Source: an optimization exercise on an open RTL-to-GDS flow (aim: small area and a short achievable clock period). Production flows keep margins and buffers that such runs may drop. Function was checked by simulation only, so behaviour that the tests miss may differ from the original. Power and IR drop assume default switching activity.

**config.mk**
```make
export PLATFORM = sky130hd
export DESIGN_NAME = Prefetch
export DESIGN_NICKNAME = Prefetch
export VERILOG_FILES = /design/flow/design.v
export SDC_FILE = /design/flow/constraint.sdc
export NUM_CORES = 4
export LEC_CHECK = 0
export CAP_MARGIN = 20
export CORE_MARGIN = 2
export CORE_UTILIZATION = 55
export PLACE_DENSITY = 0.7
export SETUP_SLACK_MARGIN = 5
export SLEW_MARGIN = 20
```
**run.sh**
```bash
#!/bin/bash
# synth_recipe.tcl (not shown) runs the flow's synth.tcl, then flattens the netlist and writes it again
# the make line also repeats each setting of config.mk as NAME=value (left out here)
make -C /OpenROAD-flow-scripts/flow DESIGN_CONFIG=/design/flow/config.mk WORK_HOME=/design/flow/orfs CLKGATE_MAP_FILE= SYNTH_SCRIPT=/design/flow/synth_recipe.tcl finish
```
**design.v**
```verilog
module Prefetch(
  input         clock,
  input         reset,
  input  [31:0] io_pc,
  input  [31:0] io_address,
  input         io_enable,
  input         io_reset,
  output [31:0] io_prefetch_address,
  output        io_prefetch_valid,
  output        io_ready,
  output        io_inited
);
  reg        prefetch_valid;
  reg [31:0] prefetch_address;
  reg        ready;
  reg        inited;
  reg        io_ready_REG;
  reg        REG;          
  reg        enable_REG;   
  reg [7:0]   valid;
  reg [255:0] e_pc;
  reg [255:0] e_addr;
  reg [255:0] e_stride;
  reg [255:0] e_rel;
  reg [63:0]  lru;
  wire req = io_enable & ~enable_REG;
  wire clr = io_reset & ~REG;
  wire [7:0] empty;       
  wire [7:0] nonempty;
  wire [7:0] is_lru;
  wire [7:0] rz, rones, rlt4;
  genvar gi, gj;
  generate
    for (gi = 0; gi < 8; gi = gi + 1) begin : g_dec
      assign empty[gi]    = ~valid[gi] | (e_pc[32*gi +: 32] == 32'h0);
      assign nonempty[gi] = ~empty[gi];
      assign rz[gi]       = (e_rel[32*gi +: 32] == 32'h0);
      assign rones[gi]    = (e_rel[32*gi +: 32] == 32'hffffffff);
      assign rlt4[gi]     = (e_rel[32*gi+2 +: 30] == 30'h0);
      wire [7:0] newer;
      for (gj = 0; gj < 8; gj = gj + 1) begin : g_n
        if (gj < gi)       assign newer[gj] = lru[8*gj+gi];
        else if (gj > gi)  assign newer[gj] = ~lru[8*gi+gj];
        else               assign newer[gj] = 1'b1;
      end
      assign is_lru[gi] = &newer;
    end
  endgenerate
  wire any_empty = |empty;
  wire [7:0] lo_empty = empty & ~(empty - 8'd1);
  wire [7:0] hi_empty;
  assign hi_empty[7] = empty[7];
  generate
    for (gi = 0; gi < 7; gi = gi + 1) begin : g_hi
      assign hi_empty[gi] = empty[gi] & ~|empty[7:gi+1];
    end
  endgenerate
  wire [7:0] victim = any_empty ? lo_empty : is_lru;
  wire [7:0] hi_empty_v = hi_empty & valid;
  wire pc_zero = (io_pc == 32'h0);
  wire [7:0] mnz;
  generate
    for (gi = 0; gi < 8; gi = gi + 1) begin : g_m
      assign mnz[gi] = nonempty[gi] & (e_pc[32*gi +: 32] == io_pc);
    end
  endgenerate
  wire any_mnz = |mnz;
  wire found = pc_zero ? any_empty : any_mnz;
  wire [7:0] rd   = pc_zero ? hi_empty_v : mnz;    
  wire [7:0] wsel = any_mnz ? mnz : victim;        
  reg [31:0] A, S, R;
  integer k;
  always @(*) begin
    A = 32'h0; S = 32'h0; R = 32'h0;
    for (k = 0; k < 8; k = k + 1) begin
      A = A | ({32{rd[k]}} & e_addr[32*k +: 32]);
      S = S | ({32{rd[k]}} & e_stride[32*k +: 32]);
      R = R | ({32{rd[k]}} & e_rel[32*k +: 32]);
    end
  end
  wire Rz    = ~|(rd & ~rz);
  wire Rlt4  = ~|(rd & ~rlt4);
  wire Rones = |(rd & rones);
  wire [31:0] hs = A ^ S ^ io_address;
  wire [31:0] cg = (A & S) | ((A ^ S) & ~io_address);
  wire same = (hs == {cg[30:0], 1'b0});
  wire [31:0] newStride = io_address - A;
  wire replace = same ? Rones : (Rlt4 & ~R[1]);
  wire vld = found & (same ? (~Rz & ~Rones) : ~Rlt4);
  wire [31:0] w_stride = ~found ? 32'h0 : replace ? newStride : S;
  wire [31:0] w_rel = ~found ? 32'h0 : replace ? 32'h1 : same ? R + 32'h1 : {1'b0, R[31:1]};
  wire [31:0] pa_next = vld ? io_address + S : 32'h0;
  integer i, j;
  always @(posedge clock) begin
    REG <= io_reset;
    enable_REG <= io_enable;
    io_ready_REG <= ready;
    if (reset) begin
      prefetch_valid <= 1'b0;
      prefetch_address <= 32'h0;
      ready <= 1'b0;
      inited <= 1'b0;
      valid <= 8'h0;
    end else begin
      ready <= io_enable;
      inited <= io_reset & (~REG | inited);
      if (req) begin
        prefetch_valid <= vld;
        prefetch_address <= pa_next;
      end
      for (i = 0; i < 8; i = i + 1) begin
        if (req & wsel[i]) valid[i] <= 1'b1;
        else if (clr) valid[i] <= 1'b0;
      end
    end
    for (i = 0; i < 8; i = i + 1) begin
      if (req & wsel[i]) begin
        e_pc[32*i +: 32] <= io_pc;
        e_addr[32*i +: 32] <= io_address;
        e_stride[32*i +: 32] <= w_stride;
        e_rel[32*i +: 32] <= w_rel;
      end
    end
    if (req) begin
      for (i = 0; i < 8; i = i + 1)
        for (j = i + 1; j < 8; j = j + 1)
          if (wsel[i]) lru[8*i+j] <= 1'b1;
          else if (wsel[j]) lru[8*i+j] <= 1'b0;
    end
  end
  assign io_prefetch_address = prefetch_address;
  assign io_prefetch_valid = prefetch_valid;
  assign io_ready = io_ready_REG;
  assign io_inited = inited;
endmodule
```
**constraint.sdc**
```tcl
create_clock -name core_clock -period 80.0 [get_ports {clock}]
set_input_delay 16.0000 -clock core_clock [delete_from_list [all_inputs] [get_ports {clock}]]
set_output_delay 16.0000 -clock core_clock [all_outputs]
set_load 0.01 [all_outputs]
```
==> summary.txt, run 1 <==
Outcome
  – Status: complete, no violations

Global route
  – Remaining Overflow, GRT: 0
  – First-pass GRT wire length: 221 mm
  – Largest net degree at the start of global routing: 99
  – Initial antenna violation count: 4
  – Vias in the first global route: 31500
  – GRT Total Usage: 33.9%

Clock tree
  – CTS Sinks: 1098
  – Clock Path Buffers: 3
  – TritonCTS clock tree: done
  – Hold buffer count at cts: 0
  – CTS root buf: clkbuf_16
  – Clk latency of the worst-skew pair: 0.73 ns
  – Post_cts resized: 0
  – Max H-tree Level: 3
  – Clock-pin slew on the worst setup and hold paths: 0.06 ns
  – Setup bufs post-CTS: 0
  – CTS Buf Count: 109

Layout
  – Area delta synth->final: 12.0%
  – Nets: 3655
  – Final core occ: 62.4%
  – Register Area: 0.0325 mm²
  – Fill cell count: 6507
  – Share of layout cells above drive strength 1: 7.39%
  – Area of the multi-input gates: 0.0150 mm²
  – # diodes: 0
  – Layout Cells excl Fill: 4729

Yosys
  – Top-count cell post-synth: edfxtp_1
  – Mapped Avg Cell Area: 14.4 µm²
  – Adder-cell share of the synthesized area: 3.22%
  – Syn nets: 3534
  – Fraction of registers with async set/reset: 0%
  – Post-synth top area cell: edfxtp_1
  – Simple-gate share of the synthesized area: 10.9%
  – Synth Register Bits: 1098
  – Synth Instances: 3361
  – Post-synthesis mux area share: 0.914%
  – Dominant synthesized flop cell: edfxtp_1
  – Post-synth EDFFs: 1052
  – Synth Area in Compound Gates: 9.08%
  – Largest family of logic cells by synthesized area: simple AND/OR/NAND/NOR gates
  – Seq/Total Area, Yosys: 67.1%
  – Post-synth cell types: 85
  – Synth top cells by count: edfxtp_1 (1052), nand2_1 (244), xor2_1 (237), nor4_1 (210), a22oi_1 (172)
  – Synth top area cells: edfxtp_1 (65%), xor2_1 (4.3%), nor4_1 (2.7%), a22oi_1 (2.7%), a222oi_1 (2.4%)
  – Xor/xnor share of the synthesized area: 6.70%
  – Post-synth top area share: 65.2%
  – Ys Warns: 1
  – Post-synthesis cell area: 0.0485 mm²

Detailed routing
  – Post-route ant nets: 0
  – Drt pass-1 iters: 9
  – Routed len/inst: 32.5 µm
  – Vias: 32300
  – # DRC: 0
  – Routed wire length: 154 mm
  – 1st-iter DRT viols: 4961
  – Vias/cell: 6.82

Die
  – Die extent in x: 301 µm
  – Die area: 0.0905 mm²
  – Core area: 0.0870 mm²
  – I/O pins: 103
  – Die H: 301 µm
  – Row count: 108
  – Initial Utilization: 55.7%

Timing
  – Fin crit period: 24.68 ns
  – Setup TNS: 0 ns
  – Fmax achieved: 40.5 MHz
  – Rel. slew slack: 22.7%
  – Final setup skew: 0.0340 ns
  – Hold Slack: 0.330 ns
  – RSZ-0062 raised after global routing: no
  – Period utilization: 30.8%
  – Hold Vio Cnt, Final: 0
  – Max-slew violation total from the final report: 0
  – Worst slew pin tran: 1.15 ns
  – Final setup vio count: 0

Critical path
  – CP Max Fanout: 53
  – Crit Path Category: primary input to flop
  – R2R depth: 21
  – Slowest stage delay, CP: 0.90 ns
  – Crit-path leading delay family: simple AND/OR/NAND/NOR gates
  – CP startpoint kind: primary input
  – Critical Path Most Common Cell: buf_4
  – CP endpoint kind: flop
  – Worst path slowest cell: clkdlybuf4s50_1
  – Crit path depth: 22
  – WP data required: 80.45 ns
  – Critical path, cell by cell: clkdlybuf4s50_1, xnor2_1, nand4_1, nor4_1, and4_1, buf_4, a41o_4, buf_4, a222oi_1, and4_1, fa_1, xnor2_1, nor4_1, nand4_1, nor4_1, o21ai_2, buf_4, o21ai_1, o21a_2, buf_4, or3b_1, a21oi_1
  – Crit path buffers/inverters: 5
  – Critical path arrival: 25.13 ns

Power and ir drop
  – Leakage power: 16.9 nW
  – Clock network power share: 42.6%
  – PD cells: 21.7 mW/mm²
  – Int Power: 0.925 mW
  – Overall power: 1.18 mW
  – Flop pwr share: 53.8%
  – Combinational cell fraction of total power: 3.6%
  – NetSw: 0.252 mW
  – Switching portion of total power: 21.4%
  – Peak VDD IR: 24.5 µV

Worst hold path
  – Worst hold path depth: 0
  – Min-delay worst type: flop to flop

Run
  – MaxCap Viol Count: 0

Placed design
  – Post-DP HPWL: 99.8 mm
  – Port bufs: 102
  – Routability cong.: 0.975
  – Dpl cells: 4525
-- logic make-up after synthesis --
family,count (synthesis)
compound gates,583
simple gates,942
mux,44
xor+xnor,369
buf+inv,220
fa+ha+maj,105
flops,1098
-- power groups by stage --
stage	Combinational [mW]	Sequential [mW]	Clock, mW
after global placement	0.0410	0.645	0
after floorplan	0.0218	0.645	0
after global routing	0.0448	0.633	0.527
after detailed placement	0.0410	0.645	0
final	0.0421	0.633	0.501
after CTS	0.0414	0.633	0.505
-- registers in the layout (all words and copies together), names as in the netlist --
register / count
e_stride: 256
e_pc: 256
enable_REG: 1
ready: 1
valid: 8
prefetch_address: 32
prefetch_valid: 1
REG: 1
e_rel: 256
inited: 1
g_dec.newer: 28
io_ready_REG: 1
e_addr: 256
-- area by class of cell --
type / count / share of cell area, %
sequential: 1098 / 59.9
multi-input combinational: 2043 / 27.7
clock buffer: 154 / 5.54
timing repair buffer: 159 / 2.73
tap: 1155 / 2.66
clock inverter: 49 / 0.938
inverter: 71 / 0.564
-- layer usage --
metal,track usage (%),up-vias,wire length [µm]
li1,-,13700,-
met1,50.0,16200,63000
met2,50.9,2029,68500
met3,6.94,273,17100
met4,10.5,2,4930
met5,0,-,16
-- stage by stage --
step / setup WS (ns) / instance area [µm²]
after floorplan: 57.93 / 48500
after global placement: 54.84 / 50800
after detailed placement: 54.82 / 50800
after CTS: 55.56 / 54300
after global routing: 55.10 / 54300
final: 55.32 / 54300
-- worst paths after layout --
kind	start	to	slack [ns]
setup reg to reg	e_pc[179]$_DFFE_PP_	e_stride[116]$_DFFE_PP_	71.28
hold reg to reg	ready$_SDFF_PP0_	io_ready_REG$_DFF_P_	0.33
hold / removal	ready$_SDFF_PP0_	io_ready_REG$_DFF_P_	0.33
setup / recovery	io_pc[29]	e_stride[116]$_DFFE_PP_	55.32
-- worst register-to-register path: stages, from the launching register on --
cell and delay, ns:
edfxtp_1 0.41, nor4_1 0.66, nand4_1 0.36, o21ai_1 0.80
nor4_2 0.18, buf_4 0.23, a41o_4 0.46, buf_4 0.54
a222oi_1 0.48, and4_1 0.33, fa_1 0.48, xnor2_1 0.28
nor4_1 0.39, nand4_1 0.14, nor4_1 0.57, o21ai_2 0.11
buf_4 0.24, o21ai_1 0.20, o21a_2 0.19, buf_4 0.58
or3b_1 0.45, a21oi_1 0.41
-- layout by cell type, fill, tap and decap left out, types with 10 or more instances in the layout --
cell type           n
o211ai_1           10
mux2i_1            42
nor2_1             97
nand3_1            26
and4_1             66
a222oi_1          115
ha_1               72
a22oi_1           172
clkdlybuf4s50_1   102
xor2_1            237
nor3_1             27
and3_1             11
clkbuf_1           37
buf_4              55
nor4_1            209
edfxtp_1         1052
o21bai_1           12
clkbuf_16         112
fa_1               33
nand2_1           244
a21oi_1            78
o21ai_0            59
dfxtp_1            46
xnor2_1           131
clkinv_2           12
a31oi_1            13
clkinv_1           13
nand4_1           165
or3_1              12
and2_1             10
inv_1              63
a21o_1             24
a221oi_1           11
==> inputs of run 2 (changes only) <==
==> flow/run.sh (new file) <==
#!/bin/bash
# The standard layout (standard.sh: the standard flow's synthesis, floorplan, placement,
# CTS, routing and finish, unchanged), with two optimisation knobs passed to
# ORFS: repair_timing aims for extra setup slack on the worst path only
# (TNS_END_PERCENT=0), and the port buffers start as buf_1 (the resizer
# upsizes those on critical paths). The SDC and clock period are the standard flow's.
set -euo pipefail
bash standard.sh \
  SETUP_SLACK_MARGIN=59 \
  TNS_END_PERCENT=0 \
  "BUFFER_PORTS_ARGS=-buffer_cell sky130_fd_sc_hd__buf_1" \
  finish > flow_make.log 2>&1
==> standard.sh (new file) <==
#!/bin/bash
# synth_recipe.tcl (not shown) runs the flow's synth.tcl, then flattens the netlist and writes it again
# the make line also repeats each setting of config.mk as NAME=value (left out here)
make -C /OpenROAD-flow-scripts/flow DESIGN_CONFIG=/design/flow/config.mk WORK_HOME=/design/flow/orfs CLKGATE_MAP_FILE= SYNTH_SCRIPT=/design/flow/synth_recipe.tcl "${@:-finish}"
--- a/config.mk
+++ b/config.mk
@@ -9,4 +9,6 @@
 export CORE_MARGIN = 2
 export CORE_UTILIZATION = 55
+export CTS_CLUSTER_DIAMETER = 80
+export CTS_CLUSTER_SIZE = 30
 export PLACE_DENSITY = 0.7
 export SETUP_SLACK_MARGIN = 5
removed: run.sh
==> summary.txt, run 2 <==
Timing
  – Hold Vio Cnt, Final: 0 (unchanged)
  – Final setup skew: 0.0308 ns (-0.00317 ns)
  – Rel. slew slack: 24.7% (+2.0 points)
  – RSZ-0062 raised after global routing: yes
  – Final setup margin: 58.74 ns (+3.42 ns)
  – Period utilization: 26.6% (-4.3 points)
  – Max-slew violation total from the final report: 0 (unchanged)
  – Fmax achieved: 47.0 MHz (+16%)
  – Fin crit period: 21.26 ns (-3.42 ns)
  – Final setup vio count: 0 (unchanged)
  – Worst slew pin tran: 1.13 ns (-0.0200 ns)
  – Setup TNS: 0 ns (unchanged)

Detailed routing
  – Post-route ant nets: 0 (unchanged)
  – # DRC: 0 (unchanged)
  – Vias/cell: 7.04 (+3.3%)
  – Routed len/inst: 34.9 µm (+7.4%)
  – Drt pass-1 iters: 7 (-2)
  – Routed wire length: 165 mm (+7.6%)
  – Vias: 33400 (+3.5%)
  – 1st-iter DRT viols: 5741 (+16%)

Yosys
  – Fraction of registers with async set/reset: 0% (unchanged)
  – Post-synth EDFFs: 1052 (unchanged)
  – Mapped Avg Cell Area: 14.4 µm² (unchanged)
  – Synth top area cells: edfxtp_1 (65%), xor2_1 (4.3%), nor4_1 (2.7%), a22oi_1 (2.7%), a222oi_1 (2.4%)
  – Post-synthesis cell area: 0.0485 mm² (unchanged)
  – Seq/Total Area, Yosys: 67.1% (unchanged)
  – Synth top cells by count: edfxtp_1 (1052), nand2_1 (244), xor2_1 (237), nor4_1 (210), a22oi_1 (172)
  – Syn nets: 3534 (unchanged)
  – Synth Instances: 3361 (unchanged)
  – Post-synth cell types: 85 (unchanged)
  – Post-synth top area share: 65.2% (unchanged)
  – Post-synth top area cell: edfxtp_1
  – Synth Register Bits: 1098 (unchanged)
  – Top-count cell post-synth: edfxtp_1
  – Ys Warns: 1 (unchanged)
  – Dominant synthesized flop cell: edfxtp_1

Critical path
  – CP Max Fanout: 14 (-74%)
  – Critical path arrival: 21.69 ns (-3.44 ns)
  – WP data required: 80.43 ns (-0.02 ns)
  – CP endpoint kind: flop
  – Slowest stage delay, CP: 0.45 ns (-0.45 ns)
  – CP startpoint kind: primary input
  – R2R depth: 25 (+19%)
  – Critical Path Most Common Cell: a21oi_2
  – Worst path slowest cell: nor4_2
  – Crit Path Category: primary input to flop

Global route
  – Initial antenna violation count: 6 (+2)
  – Remaining Overflow, GRT: 0 (unchanged)
  – Vias in the first global route: 32300 (+2.7%)
  – GRT Total Usage: 36.4% (+2.5 points)
  – Largest net degree at the start of global routing: 78 (-21%)
  – First-pass GRT wire length: 235 mm (+6.5%)

Clock tree
  – Clk latency of the worst-skew pair: 0.68 ns (-0.05 ns)
  – TritonCTS clock tree: done
  – CTS root buf: clkbuf_16
  – CTS Buf Count: 48 (-56%)
  – Hold buffer count at cts: 0 (unchanged)
  – Clock-pin slew on the worst setup and hold paths: 0.10 ns (+0.04 ns)
  – Max H-tree Level: 2 (-1)
  – Clock Path Buffers: 3 (unchanged)
  – CTS Sinks: 1098 (unchanged)

Layout
  – Nets: 3713 (+1.6%)
  – Area delta synth->final: 12.9%
  – Fill cell count: 6423 (-1.3%)
  – Share of layout cells above drive strength 1: 12.5% (+5.1 points)
  – Layout Cells excl Fill: 4738 (+0.19%)
  – Final core occ: 62.9% (+0.48 points)
  – Commonest non-fill, non-tap cell in the layout: edfxtp_1
  – Most frequent cells in the layout: edfxtp_1 (1052), nand2_1 (243), xor2_1 (228)

Die
  – Core area: 0.0870 mm² (unchanged)
  – Die H: 301 µm (unchanged)
  – Initial Utilization: 55.7% (unchanged)
  – I/O pins: 103 (unchanged)
  – Row count: 108 (unchanged)
  – Die extent in x: 301 µm (unchanged)
  – Die area: 0.0905 mm² (unchanged)

Power and ir drop
  – PD cells: 18.0 mW/mm² (-17%)
  – Leakage power: 17.0 nW (+0.46%)
  – Peak VDD IR: 25.9 µV (+5.6%)

Placed design
  – Dpl cells: 4542 (+0.38%)
  – Port bufs: 102 (unchanged)
  – Routability cong.: 0.977 (+0.25%)
  – Post-DP HPWL: 99.9 mm (+0.16%)
  – DP Worst Slack: 55.23 ns (+0.404 ns)

Worst hold path
  – Worst hold path depth: 0 (unchanged)
  – Min-delay worst type: flop to flop

Run
  – MaxCap Viol Count: 0 (unchanged)

Outcome
  – Status: complete, no violations
==> run 2: timing repair <==
action | CTS | global route
endpoints found under the setup margin | 657 | 512
pin swaps | 57 | 8
buffers inserted | 64 | 4
gates resized for setup | 311 | 20
cloned | 30 | 0
==> run 2: layout make-up <==
type / instances / area (µm²) / share of cell area [%]
Sequential cell: 1098 / 32500 / 59.4
Timing Repair Buffer: 270 / 2750 / 5.03
Multi-Input combinational cell: 2051 / 16200 / 29.5
Tap cell: 1155 / 1450 / 2.64
Clock inverter: 23 / 263 / 0.480
Clock buffer: 66 / 1270 / 2.32
Inverter: 71 / 305 / 0.558
Antenna cell: 4 / 10.0 / 0.0183
==> run 2: report_power, final <==
group	switching [mW]	total [mW]	internal, mW	leakage [nW]
sequential	0.00287	0.632	0.629	9.52
combinational	0.0307	0.0449	0.0142	6.70
clock	0.190	0.309	0.119	0.729
==> run 2: logic make-up (layout without fill, tap and decap cells) <==
logic type / Yosys count / count (layout) / synth area share [%]
adder cells (fa/ha/maj): 105 / 105 / 3.22
AND/OR/NAND/NOR: 942 / 943 / 10.9
flip-flops: 1098 / 1098 / 67.1
other: 0 / 4 / 0
multiplexers: 44 / 44 / 0.914
XOR/XNOR: 369 / 369 / 6.70
AO/OA/AOI/OAI: 583 / 590 / 9.08
buffers and inverters: 220 / 430 / 2.10
==> run 2: worst max-delay path, delay by kind of cell <==
kind                       cells  cell delay (ns)
AOI/OAI and AO/OA             12             2.38
and+or+nand+nor                6             1.47
buffers and inverters          8             1.15
xor gates and xnor gates       2             0.34
adders and majority gates      1             0.31
==> run 2: worst paths after layout <==
kind	slack, ns	startpoint	to
max	58.74	io_pc[0]	e_stride[255]$_DFFE_PP_
min	0.35	ready$_SDFF_PP0_	io_ready_REG$_DFF_P_
max reg2reg	72.25	e_pc[194]$_DFFE_PP_	e_stride[190]$_DFFE_PP_
min reg2reg	0.35	ready$_SDFF_PP0_	io_ready_REG$_DFF_P_
==> run 2: metrics by stage <==
step	hold WS (ns)	total power [mW]	area [µm²]
finish	0.347	0.986	54700
global route	0.358	1.01	54700
CTS	0.354	0.986	54500
detailed placement	0.330	0.685	50300
global placement	0.317	0.684	50300
floorplan	0.310	0.666	48600
==> run 2: metal layers <==
layer / part of all wire (%) / track usage [%] / up-vias
li1: - / - / 13800
met1: 39 / 51.7 / 16800
met2: 45 / 54.9 / 2371
met3: 12 / 8.69 / 372
met4: 4.2 / 13.1 / 8
met5: 0.036 / 0 / -
==> inputs of run 3 (changes only) <==
--- a/design.v
+++ b/design.v
@@ -19,4 +19,5 @@
   reg        enable_REG;   
   reg [7:0]   valid;
+  reg [7:0]   nonempty;    
   reg [255:0] e_pc;
   reg [255:0] e_addr;
@@ -26,16 +27,9 @@
   wire req = io_enable & ~enable_REG;
   wire clr = io_reset & ~REG;
-  wire [7:0] empty;       
-  wire [7:0] nonempty;
+  wire [7:0] empty = ~nonempty;    
   wire [7:0] is_lru;
-  wire [7:0] rz, rones, rlt4;
   genvar gi, gj;
   generate
     for (gi = 0; gi < 8; gi = gi + 1) begin : g_dec
-      assign empty[gi]    = ~valid[gi] | (e_pc[32*gi +: 32] == 32'h0);
-      assign nonempty[gi] = ~empty[gi];
-      assign rz[gi]       = (e_rel[32*gi +: 32] == 32'h0);
-      assign rones[gi]    = (e_rel[32*gi +: 32] == 32'hffffffff);
-      assign rlt4[gi]     = (e_rel[32*gi+2 +: 30] == 30'h0);
       wire [7:0] newer;
       for (gj = 0; gj < 8; gj = gj + 1) begin : g_n
@@ -66,7 +60,7 @@
   endgenerate
   wire any_mnz = |mnz;
-  wire found = pc_zero ? any_empty : any_mnz;
-  wire [7:0] rd   = pc_zero ? hi_empty_v : mnz;    
-  wire [7:0] wsel = any_mnz ? mnz : victim;        
+  wire found = any_mnz | (pc_zero & any_empty);
+  wire [7:0] rd   = mnz | ({8{pc_zero}} & hi_empty_v);    
+  wire [7:0] wsel = any_mnz ? mnz : victim;                
   reg [31:0] A, S, R;
   integer k;
@@ -79,16 +73,26 @@
     end
   end
-  wire Rz    = ~|(rd & ~rz);
-  wire Rlt4  = ~|(rd & ~rlt4);
-  wire Rones = |(rd & rones);
+  wire Rz    = (R == 32'h0);
+  wire Rle1  = (R[31:1] == 31'h0);
+  wire Rlt4  = (R[31:2] == 30'h0);
+  wire Rones = (R == 32'hffffffff);
   wire [31:0] hs = A ^ S ^ io_address;
   wire [31:0] cg = (A & S) | ((A ^ S) & ~io_address);
   wire same = (hs == {cg[30:0], 1'b0});
   wire [31:0] newStride = io_address - A;
-  wire replace = same ? Rones : (Rlt4 & ~R[1]);
-  wire vld = found & (same ? (~Rz & ~Rones) : ~Rlt4);
-  wire [31:0] w_stride = ~found ? 32'h0 : replace ? newStride : S;
-  wire [31:0] w_rel = ~found ? 32'h0 : replace ? 32'h1 : same ? R + 32'h1 : {1'b0, R[31:1]};
-  wire [31:0] pa_next = vld ? io_address + S : 32'h0;
+  wire [31:0] sum = io_address + S;
+  wire [31:0] Rinc = R + 32'h1;
+  wire [31:0] ws_s = ~found ? 32'h0 : Rones ? newStride : S;
+  wire [31:0] ws_d = ~found ? 32'h0 : Rle1 ? newStride : S;
+  wire [31:0] wr_s = ~found ? 32'h0 : Rones ? 32'h1 : Rinc;
+  wire [31:0] wr_d = ~found ? 32'h0 : Rle1 ? 32'h1 : {1'b0, R[31:1]};
+  wire vld_s = found & ~Rz & ~Rones;
+  wire vld_d = found & ~Rlt4;
+  wire [31:0] pa_s = vld_s ? sum : 32'h0;
+  wire [31:0] pa_d = vld_d ? sum : 32'h0;
+  wire [31:0] w_stride = same ? ws_s : ws_d;
+  wire [31:0] w_rel    = same ? wr_s : wr_d;
+  wire        vld      = same ? vld_s : vld_d;
+  wire [31:0] pa_next  = same ? pa_s : pa_d;
   integer i, j;
   always @(posedge clock) begin
@@ -102,4 +106,5 @@
       inited <= 1'b0;
       valid <= 8'h0;
+      nonempty <= 8'h0;
     end else begin
       ready <= io_enable;
@@ -110,6 +115,11 @@
       end
       for (i = 0; i < 8; i = i + 1) begin
-        if (req & wsel[i]) valid[i] <= 1'b1;
-        else if (clr) valid[i] <= 1'b0;
+        if (req & wsel[i]) begin
+          valid[i] <= 1'b1;
+          nonempty[i] <= ~pc_zero;
+        end else if (clr) begin
+          valid[i] <= 1'b0;
+          nonempty[i] <= 1'b0;
+        end
       end
     end
==> summary.txt, run 3 <==
Die
  – Die extent in x: 302 µm (+0.49%)
  – Core area: 0.0882 mm² (+1.4%)
  – Die area: 0.0914 mm² (+0.97%)
  – I/O pins: 103 (unchanged)
  – Initial Utilization: 55.5% (-0.23 points)
  – Die H: 302 µm (+0.49%)
  – Row count: 109 (+0.93%)

Yosys
  – Mapped Avg Cell Area: 14.5 µm² (+0.87%)
  – Post-synthesis cell area: 0.0490 mm² (+0.99%)
  – Post-synth top area share: 64.5% (-0.64 points)
  – Dominant synthesized flop cell: edfxtp_1
  – Post-synth top area cell: edfxtp_1
  – Post-synth cell types: 86 (+1.2%)
  – Seq/Total Area, Yosys: 66.7% (-0.33 points)
  – Syn nets: 3531 (-0.085%)
  – Synth Instances: 3365 (+0.12%)
  – Top-count cell post-synth: edfxtp_1
  – Ys Warns: 1 (unchanged)
  – Synth Register Bits: 1106 (+0.73%)
  – Post-synth EDFFs: 1052 (unchanged)
  – Synth top cells by count: edfxtp_1 (1052), xnor2_1 (282), a22oi_1 (233), nand2_1 (165), nor2_1 (108)
  – Fraction of registers with async set/reset: 0% (unchanged)
  – Synth top area cells: edfxtp_1 (65%), xnor2_1 (5.0%), a22oi_1 (3.6%), dfxtp_1 (2.2%), ha_1 (1.7%)

Clock tree
  – CTS root buf: clkbuf_16
  – CTS Sinks: 1106 (+0.73%)
  – TritonCTS clock tree: done
  – Clock-pin slew on the worst setup and hold paths: 0.11 ns (about the same)
  – Max H-tree Level: 2 (unchanged)
  – Clock Path Buffers: 3 (unchanged)
  – Clk latency of the worst-skew pair: 0.66 ns (-0.02 ns)
  – CTS Buf Count: 47 (-2.1%)

Timing
  – Period utilization: 26.5% (-0.12 points)
  – Final setup skew: 0.0428 ns (+0.0120 ns)
  – Hold Slack: 0.341 ns (-0.00602 ns)
  – Max-slew violation total from the final report: 0 (unchanged)
  – Hold Vio Cnt, Final: 0 (unchanged)
  – Worst slew pin tran: 1.10 ns (-0.0272 ns)
  – Setup TNS: 0 ns (unchanged)
  – Fin crit period: 21.16 ns (-0.0948 ns)
  – Fmax achieved: 47.3 MHz (+0.45%)
  – Final setup margin: 58.84 ns (+0.0948 ns)
  – RSZ-0062 raised after global routing: yes
  – Rel. slew slack: 26.5% (+1.8 points)
  – Final setup vio count: 0 (unchanged)

Placed design
  – Area after DPL: 0.0504 mm² (+0.14%)
  – Port bufs: 102 (unchanged)
  – Dpl cells: 4501 (-0.90%)
  – Post-DP HPWL: 77.0 mm (-23%)
  – Routability cong.: 0.938 (-4.0%)
  – DP Worst Slack: 55.88 ns (+0.658 ns)

Detailed routing
  – Routed wire length: 141 mm (-15%)
  – Routed len/inst: 30.3 µm (-13%)
  – Drt pass-1 iters: 11 (+4)
  – 1st-iter DRT viols: 4872 (-15%)
  – Vias: 31800 (-4.7%)
  – Post-route ant nets: 0 (unchanged)
  – # DRC: 0 (unchanged)
  – Vias/cell: 6.85 (-2.8%)

Critical path
  – R2R depth: 24 (-4.0%)
  – Critical path arrival: 21.52 ns (-0.17 ns)
  – Crit Path Category: primary input to flop
  – WP data required: 80.36 ns (-0.07 ns)
  – CP startpoint kind: primary input
  – CP endpoint kind: flop
  – CP Max Fanout: 26 (+12)

Power and ir drop
  – PD cells: 18.1 mW/mm² (+0.70%)
  – Peak VDD IR: 17.5 µV (-33%)
  – Overall power: 0.972 mW (-1.5%)
  – Leakage power: 17.6 nW (+4.1%)

Worst hold path
  – Min-delay worst type: flop to flop
  – Worst hold path depth: 0 (unchanged)

Layout
  – Commonest non-fill, non-tap cell in the layout: edfxtp_1
  – Final core occ: 60.7% (-2.2 points)
  – Cell area after layout: 0.0535 mm² (-2.2%)
  – Nets: 3617 (-2.6%)
  – Area of the multi-input gates: 0.0154 mm² (-4.7%)
  – Register Area: 0.0327 mm² (+0.49%)
  – Layout Cells excl Fill: 4645 (-2.0%)
  – Area delta synth->final: 9.37%
  – Most frequent cells in the layout: edfxtp_1 (1052), xnor2_1 (282), a22oi_1 (233)
  – Share of layout cells above drive strength 1: 11.3% (-1.2 points)
  – Fill cell count: 6457 (+0.53%)

Global route
  – Initial antenna violation count: 6 (unchanged)
  – Largest net degree at the start of global routing: 86 (+10%)
  – Vias in the first global route: 31100 (-3.5%)
  – GRT Total Usage: 30.3% (-6.0 points)
  – Remaining Overflow, GRT: 0 (unchanged)
  – First-pass GRT wire length: 204 mm (-13%)

Outcome
  – Status: complete, no violations

Run
  – MaxCap Viol Count: 0 (unchanged)
[run 3: worst paths after layout]
check	end	slack (ns)	from
setup / recovery	e_stride[227]$_DFFE_PP_	58.84	io_pc[0]
hold / removal	io_ready_REG$_DFF_P_	0.34	ready$_SDFF_PP0_
setup reg to reg	e_stride[159]$_DFFE_PP_	73.74	nonempty[2]$_SDFFE_PP0P_
hold reg to reg	io_ready_REG$_DFF_P_	0.34	ready$_SDFF_PP0_
[run 3: power by group]
part           switching, mW  internal [mW]
registers            0.00149          0.632
logic                 0.0287         0.0151
clock network          0.177          0.117
[run 3: cell families after synthesis]
| kind of cell | synth area share (%) |
|---|---|
| DFF | 66.7 |
| muxes | 0.634 |
| xor gates and xnor gates | 6.42 |
| adders and majority gates | 3.01 |
| buffers and inverters | 3.26 |
| and+or+nand+nor | 7.67 |
| AOI/OAI and AO/OA | 12.3 |
[run 3: what timing repair did]
action | CTS | global route
gates resized for setup | 141 | 89
pin swaps | 16 | 15
setup endpoints to repair | 905 | 905
hold buffers | 0 | 0
setup buffers | 15 | 39
cloned | 12 | 0
[run 3: cell type report]
class	count	area share, %
Multi-Input combinational cell	1949	28.8
Antenna cell	3	0.0140
Timing Repair Buffer	238	3.90
Clock buffer	55	2.33
Sequential cell	1106	61.0
Tap cell	1165	2.72
Clock inverter	20	0.376
Inverter	109	0.853
[run 3: critical path, stage by stage]
cell,delay [ns]
buf_1,0.12
buf_6,0.24
nor4_1,0.09
and4_1,0.19
and2_4,0.21
buf_12,0.22
a32o_4,0.38
buf_16,0.22
a22o_1,0.25
a221o_1,0.26
or2_2,0.35
fa_1,0.57
xor2_2,0.34
nand4_1,0.22
nor4_2,0.20
nand4_1,0.16
buf_6,0.19
nor3b_4,0.24
o2bb2ai_4,0.22
clkbuf_16,0.22
buf_6,0.20
mux2i_1,0.26
nor2_2,0.11
[run 3: routing by layer]
layer  part of all wire, %  GRT usage [%]  vias up
li1                      -              -    13400
met4                   3.9           11.1        6
met2                    46           48.2     2104
met3                    11           5.16      382
met5                 0.021              0        -
met1                    38           42.5    16000

-- re-timing with driven ports --
How much do the figures lean on ideal ports? The routed layouts below were timed once more, with nothing changed but the port constraints. Step 1: set_driving_cell puts a clkbuf_16 on clock and a buf_2 on each other input, an assumption about the parent block. Step 2, shift: input delay + t, output delay - t, t = (earliest + latest rising clock arrival at the registers) / 2. This alone moves slack from input paths to output paths. Slacks: no drivers / after step 1 / after step 2; pairs: no drivers / after step 1.
run	shift t [ns]	slack for setup (ns)	hold WS [ns]	worst slew at a driven data input, ns
run 1	0.779	55.324 / 55.367 / 54.588	0.330 / 0.330 / 0.330	0.14
run 2	0.732	58.742 / 58.785 / 58.053	0.347 / 0.347 / 0.347	0.12
run 3	0.704	58.837 / 58.877 / 58.173	0.341 / 0.341 / 0.341	0.13
After both steps setup and hold are still met in every run listed. The setup slack of run 1, which loses most, moves by +0.043 ns with the drivers and by -0.736 ns with both steps.
